Background: an optimization exercise with open tools, aiming at small area and a short achievable clock period. Do not read the settings as production practice. Only simulation tests tie the RTL to the original design; equivalence was not proved. The flow treats the clock pin as an ideal source, which a real chip does not have. Power is estimated from default activity; no workload was simulated.

Design CPU_Top, start of the top module:
module CPU_Top #(
    parameter ADDR_WIDTH = 32,
    parameter DAT_WIDTH = 32
) (
    input   clk,
    input   rst_n,
    output  [ADDR_WIDTH - 1 : 0]    im_PC_o,
    output  [ADDR_WIDTH - 1 : 0]    im_next_PC_o,
    input   [ADDR_WIDTH - 1 : 0]    im_wdata_i,
    output  [4 : 0]                 rs1_o,
    output  [4 : 0]                 rs2_o,
    output  [4 : 0]                 rd_o,
    output  [ADDR_WIDTH - 1 : 0]    ALU_o,
    output  [ADDR_WIDTH - 1 : 0]    memory_data_o,
    output  [ADDR_WIDTH - 1 : 0]    store_data_o
);
Size in the first run: roughly 12,000 cells after synthesis, ~210 I/O pins, roughly 130,000 sq um of cells after synthesis.
Settings: LEC_CHECK=0, ABC_CLOCK_PERIOD_IN_PS=3000, CAP_MARGIN=20, CORE_MARGIN=2, CORE_UTILIZATION=65, PLACE_DENSITY=0.72, SLEW_MARGIN=20, SYNTH_HIERARCHICAL=1, SYNTH_MINIMUM_KEEP_SIZE=0; clock period 20.0 ns.
standard.sh (not shown) runs the stock make flow with config.mk's settings and CLKGATE_MAP_FILE= SYNTH_SCRIPT=/design/flow/synth_recipe.tcl, a recipe that flattens the netlist after the stock synthesis.
==> flow/flow/run.sh <==
#!/bin/bash
# Layout flow: the standard synthesis unchanged, then the ORFS stages
# with these changes:
# - combinational cells set to their smallest size before floorplanning
#   (flow/downsize.tcl); repair_design and the sizing below grow them back
#   where timing needs it;
# - a lighter clock tree (no dummy loads, larger sink clusters);
# - ORFS's setup repair left at its default margin, and instead a greedy
#   sizing of the worst paths (flow/gsize.tcl) after CTS (flow/post_cts.tcl);
#   after global routing, ORFS's repair aims at 7.3 ns of setup slack.
# Each stage's output goes to its own log file here; ORFS's own logs stay
# under orfs/logs.
set -euo pipefail
export FLOW_FLOW_DIR=$PWD/flow
export FLOW_GS_ITER=${FLOW_GS_ITER:-800}
bash standard.sh synth > log_1_synth.txt 2>&1
EXTRA=(
  MATCH_CELL_FOOTPRINT=0
  "PRE_FLOORPLAN_TCL=$PWD/flow/downsize.tcl"
  "POST_CTS_TCL=$PWD/flow/post_cts.tcl"
  "BUFFER_PORTS_ARGS=-buffer_cell sky130_fd_sc_hd__buf_4"
  "CTS_ARGS=-sink_clustering_enable -repair_clock_nets -dont_use_dummy_load -sink_clustering_size 25 -sink_clustering_max_diameter 100"
)
STAGES=${FLOW_STAGES:-floorplan place cts route finish}
n=2
for s in $STAGES; do
  STAGE_EXTRA=()
  # after global routing, ORFS's own setup repair aims at this slack
  if [ "$s" = route ]; then STAGE_EXTRA=(SETUP_SLACK_MARGIN=7.3); fi
  bash standard.sh "${EXTRA[@]}" "${STAGE_EXTRA[@]}" $s > log_${n}_$s.txt 2>&1
  n=$((n+1))
done
==> flow/flow/post_cts.tcl <==
# Hook after CTS (POST_CTS_TCL): greedy sizing of the worst setup paths
# (flow/gsize.tcl) on placement parasitics, repair of the slew and
# capacitance limits the larger cells may have broken, a recovery of area
# on cells with ample slack (gs_recover), then re-legalize.
source $::env(FLOW_FLOW_DIR)/gsize.tcl
set ::gs_est_mode -placement
set_propagated_clock [all_clocks]
estimate_parasitics -placement
puts "post_cts: worst slack before sizing [sta::worst_slack -max]"
gs_run 300 0.10 0.0 1200
estimate_parasitics $::gs_est_mode
repair_design_helper
gs_recover 0.5 600
detailed_placement
check_placement -verbose
estimate_parasitics -placement
puts "post_cts: worst slack after sizing [sta::worst_slack -max]"
Other scripts of this flow, unchanged in this note and not shown: flow/flow/downsize.tcl, flow/flow/gsize.tcl
The starting point produced a clean layout.
==> next run, changes <==
--- a/flow/flow/run.sh
+++ b/flow/flow/run.sh
@@ -9,2 +9 @@
-#   sizing of the worst paths (flow/gsize.tcl) after CTS (flow/post_cts.tcl);
-#   after global routing, ORFS's repair aims at 7.3 ns of setup slack.
+#   sizing of the worst paths (flow/gsize.tcl) after CTS (flow/post_cts.tcl).
@@ -27,4 +26 @@
-  STAGE_EXTRA=()
-  # after global routing, ORFS's own setup repair aims at this slack
-  if [ "$s" = route ]; then STAGE_EXTRA=(SETUP_SLACK_MARGIN=7.3); fi
-  bash standard.sh "${EXTRA[@]}" "${STAGE_EXTRA[@]}" $s > log_${n}_$s.txt 2>&1
+  bash standard.sh "${EXTRA[@]}" $s > log_${n}_$s.txt 2>&1
--- a/flow/flow/post_cts.tcl
+++ b/flow/flow/post_cts.tcl
@@ -2,3 +2,5 @@
-# (flow/gsize.tcl) on placement parasitics, repair of the slew and
-# capacitance limits the larger cells may have broken, a recovery of area
-# on cells with ample slack (gs_recover), then re-legalize.
+# (flow/gsize.tcl), repair of the slew and capacitance limits the larger
+# cells may have broken, a recovery of area on cells with ample slack
+# (gs_recover), then re-legalize. The sizing sees signal wires 60% more
+# resistive and capacitive than the placement estimate, to allow for the
+# routed wires coming out worse.
@@ -7,0 +10 @@
+set_wire_rc -signal -resistance [expr {8.929e-04 * 1.6}] -capacitance [expr {1.72375e-04 * 1.6}]
@@ -10,0 +14 @@
+set_wire_rc -signal -layer met1
@@ -11,0 +16 @@
+puts "post_cts: worst slack after sizing, usual wire model [sta::worst_slack -max]"
=> Die area does not change; wire length drops by about 1.1%; count of clock-buffer cells in the layout does not change; via count drops by 0.52%; clock power is about the same; total power drops by about 0.54%; global-route usage drops by 0.10 points; non-clock buffer count drops by 69; synthesized area is unchanged; maximum frequency drops by 4.3%; hold slack improves by 4.2 ps.


Starting RTL as in the previous note.
Settings: LEC_CHECK=0, ABC_CLOCK_PERIOD_IN_PS=3000, CAP_MARGIN=20, CORE_MARGIN=2, CORE_UTILIZATION=65, PLACE_DENSITY=0.72, SLEW_MARGIN=20, SYNTH_HIERARCHICAL=1, SYNTH_MINIMUM_KEEP_SIZE=0; clock period 20.0 ns.
==> flow/flow/run.sh <==
#!/bin/bash
# Layout flow: the standard synthesis unchanged, then the ORFS stages
# with these changes:
# - combinational cells set to their smallest size before floorplanning
#   (flow/downsize.tcl); repair_design and the sizing below grow them back
#   where timing needs it;
# - a lighter clock tree (no dummy loads, larger sink clusters);
# - ORFS's setup repair left at its default margin, and instead a greedy
#   sizing of the worst paths (flow/gsize.tcl) after CTS and after global
#   routing (flow/post_cts.tcl, flow/post_grt.tcl).
# Each stage's output goes to its own log file here; ORFS's own logs stay
# under orfs/logs.
set -euo pipefail
export FLOW_FLOW_DIR=$PWD/flow
export FLOW_GS_ITER=${FLOW_GS_ITER:-800}
bash standard.sh synth > log_1_synth.txt 2>&1
EXTRA=(
  MATCH_CELL_FOOTPRINT=0
  "PRE_FLOORPLAN_TCL=$PWD/flow/downsize.tcl"
  "POST_CTS_TCL=$PWD/flow/post_cts.tcl"
  "POST_GLOBAL_ROUTE_TCL=$PWD/flow/post_grt.tcl"
  "BUFFER_PORTS_ARGS=-buffer_cell sky130_fd_sc_hd__buf_4"
  "CTS_ARGS=-sink_clustering_enable -repair_clock_nets -dont_use_dummy_load -sink_clustering_size 25 -sink_clustering_max_diameter 100"
)
STAGES=${FLOW_STAGES:-floorplan place cts route finish}
n=2
for s in $STAGES; do
  bash standard.sh "${EXTRA[@]}" $s > log_${n}_$s.txt 2>&1
  n=$((n+1))
done
==> flow/flow/post_cts.tcl <==
# Hook after CTS (POST_CTS_TCL): greedy sizing of the worst setup paths
# (flow/gsize.tcl) on placement parasitics, repair of the slew and
# capacitance limits the larger cells may have broken, then re-legalize.
source $::env(FLOW_FLOW_DIR)/gsize.tcl
set ::gs_est_mode -placement
set_propagated_clock [all_clocks]
estimate_parasitics -placement
puts "post_cts: worst slack before sizing [sta::worst_slack -max]"
gs_run 300 0.10 0.0 1200
estimate_parasitics $::gs_est_mode
repair_design_helper
detailed_placement
check_placement -verbose
estimate_parasitics -placement
puts "post_cts: worst slack after sizing [sta::worst_slack -max]"
==> flow/flow/post_grt.tcl <==
# Hook after global routing (POST_GLOBAL_ROUTE_TCL): greedy sizing of the
# worst setup paths (flow/gsize.tcl) on global-route parasitics, repair of
# the slew and capacitance limits, then re-legalize and re-route the
# changed nets.
source $::env(FLOW_FLOW_DIR)/gsize.tcl
set ::gs_est_mode -global_routing
set_propagated_clock [all_clocks]
global_route -start_incremental
estimate_parasitics -global_routing
puts "post_grt: worst slack before sizing [sta::worst_slack -max]"
gs_run 100 0.05 0.0 400
estimate_parasitics $::gs_est_mode
repair_design_helper
detailed_placement
global_route -end_incremental -congestion_report_file $::env(REPORTS_DIR)/congestion_post_gsize.rpt
check_placement -verbose
estimate_parasitics -global_routing
puts "post_grt: worst slack after sizing [sta::worst_slack -max]"
report_check_types -max_slew -max_capacitance -violators
write_guides $::env(RESULTS_DIR)/route.guide
Other scripts of this flow, unchanged in this note and not shown: flow/flow/downsize.tcl, flow/flow/gsize.tcl
The first run stopped in 5_1_grt with EST-0104.
Then changed:
--- a/flow/flow/post_cts.tcl
+++ b/flow/flow/post_cts.tcl
@@ -9,3 +9,2 @@
 gs_run 300 0.10 0.0 1200
-estimate_parasitics $::gs_est_mode
 repair_design_helper
--- a/flow/flow/post_grt.tcl
+++ b/flow/flow/post_grt.tcl
@@ -11,3 +11,2 @@
 gs_run 100 0.05 0.0 400
-estimate_parasitics $::gs_est_mode
 repair_design_helper
=>
- With this change the flow did not get past 4_1_cts
- area after synthesis does not change
- synthesized cell count is unchanged
Then changed:
--- a/flow/flow/run.sh
+++ b/flow/flow/run.sh
@@ -14,3 +14,3 @@
 export FLOW_FLOW_DIR=$PWD/flow
-export FLOW_GS_ITER=${FLOW_GS_ITER:-800}
+
 bash standard.sh synth > log_1_synth.txt 2>&1
--- a/flow/flow/post_cts.tcl
+++ b/flow/flow/post_cts.tcl
@@ -1,4 +1,3 @@
 # Hook after CTS (POST_CTS_TCL): greedy sizing of the worst setup paths
-# (flow/gsize.tcl) on placement parasitics, repair of the slew and
-# capacitance limits the larger cells may have broken, then re-legalize.
+# (flow/gsize.tcl) on placement parasitics, then re-legalize.
 source $::env(FLOW_FLOW_DIR)/gsize.tcl
@@ -9,3 +8,2 @@
 gs_run 300 0.10 0.0 1200
-repair_design_helper
 detailed_placement
==> flow/flow/post_grt.tcl (replaced) <==
# Hook after global routing (POST_GLOBAL_ROUTE_TCL): greedy sizing of the
# paths near the worst one (flow/gsize.tcl) on global-route parasitics, then
# re-legalize and re-route the changed nets; twice, so the second pass sees
# the effect of the first one's legalization.
source $::env(FLOW_FLOW_DIR)/gsize.tcl
set ::gs_est_mode -global_routing
set_propagated_clock [all_clocks]
for {set pass 0} {$pass < 2} {incr pass} {
  global_route -start_incremental
  estimate_parasitics -global_routing
  puts "post_grt: pass $pass worst slack before sizing [sta::worst_slack -max]"
  gs_run 100 0.05 0.15 600
  detailed_placement
  global_route -end_incremental -congestion_report_file $::env(REPORTS_DIR)/congestion_post_gsize.rpt
  check_placement -verbose
  estimate_parasitics -global_routing
  puts "post_grt: pass $pass worst slack after sizing [sta::worst_slack -max]"
}
write_guides $::env(RESULTS_DIR)/route.guide
Outcome:
- This time the run produced a layout that fails on max-capacitance violations, max-slew violations
- synthesized cell count is unchanged
- area after synthesis does not change
Then changed:
--- a/flow/flow/run.sh
+++ b/flow/flow/run.sh
@@ -14,3 +14,3 @@
 export FLOW_FLOW_DIR=$PWD/flow
-
+export FLOW_GS_ITER=${FLOW_GS_ITER:-800}
 bash standard.sh synth > log_1_synth.txt 2>&1
--- a/flow/flow/post_cts.tcl
+++ b/flow/flow/post_cts.tcl
@@ -1,3 +1,4 @@
 # Hook after CTS (POST_CTS_TCL): greedy sizing of the worst setup paths
-# (flow/gsize.tcl) on placement parasitics, then re-legalize.
+# (flow/gsize.tcl) on placement parasitics, repair of the slew and
+# capacitance limits the larger cells may have broken, then re-legalize.
 source $::env(FLOW_FLOW_DIR)/gsize.tcl
@@ -8,2 +9,4 @@
 gs_run 300 0.10 0.0 1200
+estimate_parasitics $::gs_est_mode
+repair_design_helper
 detailed_placement
==> flow/flow/post_grt.tcl (replaced) <==
# Hook after global routing (POST_GLOBAL_ROUTE_TCL): greedy sizing of the
# worst setup paths (flow/gsize.tcl) on global-route parasitics, then
# re-legalize and re-route the changed nets, repair the slew and capacitance
# limits the larger cells may have broken, and re-legalize and re-route
# once more.
source $::env(FLOW_FLOW_DIR)/gsize.tcl
set ::gs_est_mode -global_routing
set_propagated_clock [all_clocks]
global_route -start_incremental
estimate_parasitics -global_routing
puts "post_grt: worst slack before sizing [sta::worst_slack -max]"
gs_run 100 0.05 0.0 400
detailed_placement
global_route -end_incremental -congestion_report_file $::env(REPORTS_DIR)/congestion_post_gsize.rpt
estimate_parasitics -global_routing
puts "post_grt: worst slack after sizing [sta::worst_slack -max]"
global_route -start_incremental
repair_design_helper
detailed_placement
global_route -end_incremental -congestion_report_file $::env(REPORTS_DIR)/congestion_post_gsize_rd.rpt
check_placement -verbose
estimate_parasitics -global_routing
puts "post_grt: worst slack after repair_design [sta::worst_slack -max]"
report_check_types -max_slew -max_capacitance -violators
write_guides $::env(RESULTS_DIR)/route.guide
Outcome: Now the flow never finished: it broke off in 5_1_grt. Synthesized area does not change. Synthesized cell count is unchanged.

[afterwards: timing with drivers on the ports]
In the flow no input, the clock included, has a driving cell. The finished layouts below were timed again as built, in two steps.
Step 1: set_driving_cell puts a clkbuf_16 on clk and a buf_2 on each other input, an assumption about the parent block.
Step 2 adds t to the input delays and takes it off the output delays; t is the mean of the earliest and latest rising clock arrival at the registers after step 1. Input paths then give back, and output paths get back, about the clock's delay inside the block.
a / b / c = ideal / step 1 / step 2; a / b = the first two.
| run | t, ns | setup WS [ns] | latest minus earliest clock arrival (ns) |
|---|---|---|---|
| the first run of note 1 | 0.953 | 6.898 / 6.850 / 6.850 | 0.099 / 0.099 |
| the second run of note 1 | 0.944 | 6.316 / 6.253 / 6.253 | 0.104 / 0.103 |
| the third run of note 2 | 0.960 | 6.664 / 6.613 / 6.613 | 0.101 / 0.102 |
For the second run of note 1, which loses most, drivers alone change the setup slack by -0.063 ns; drivers and shift together by -0.063 ns.
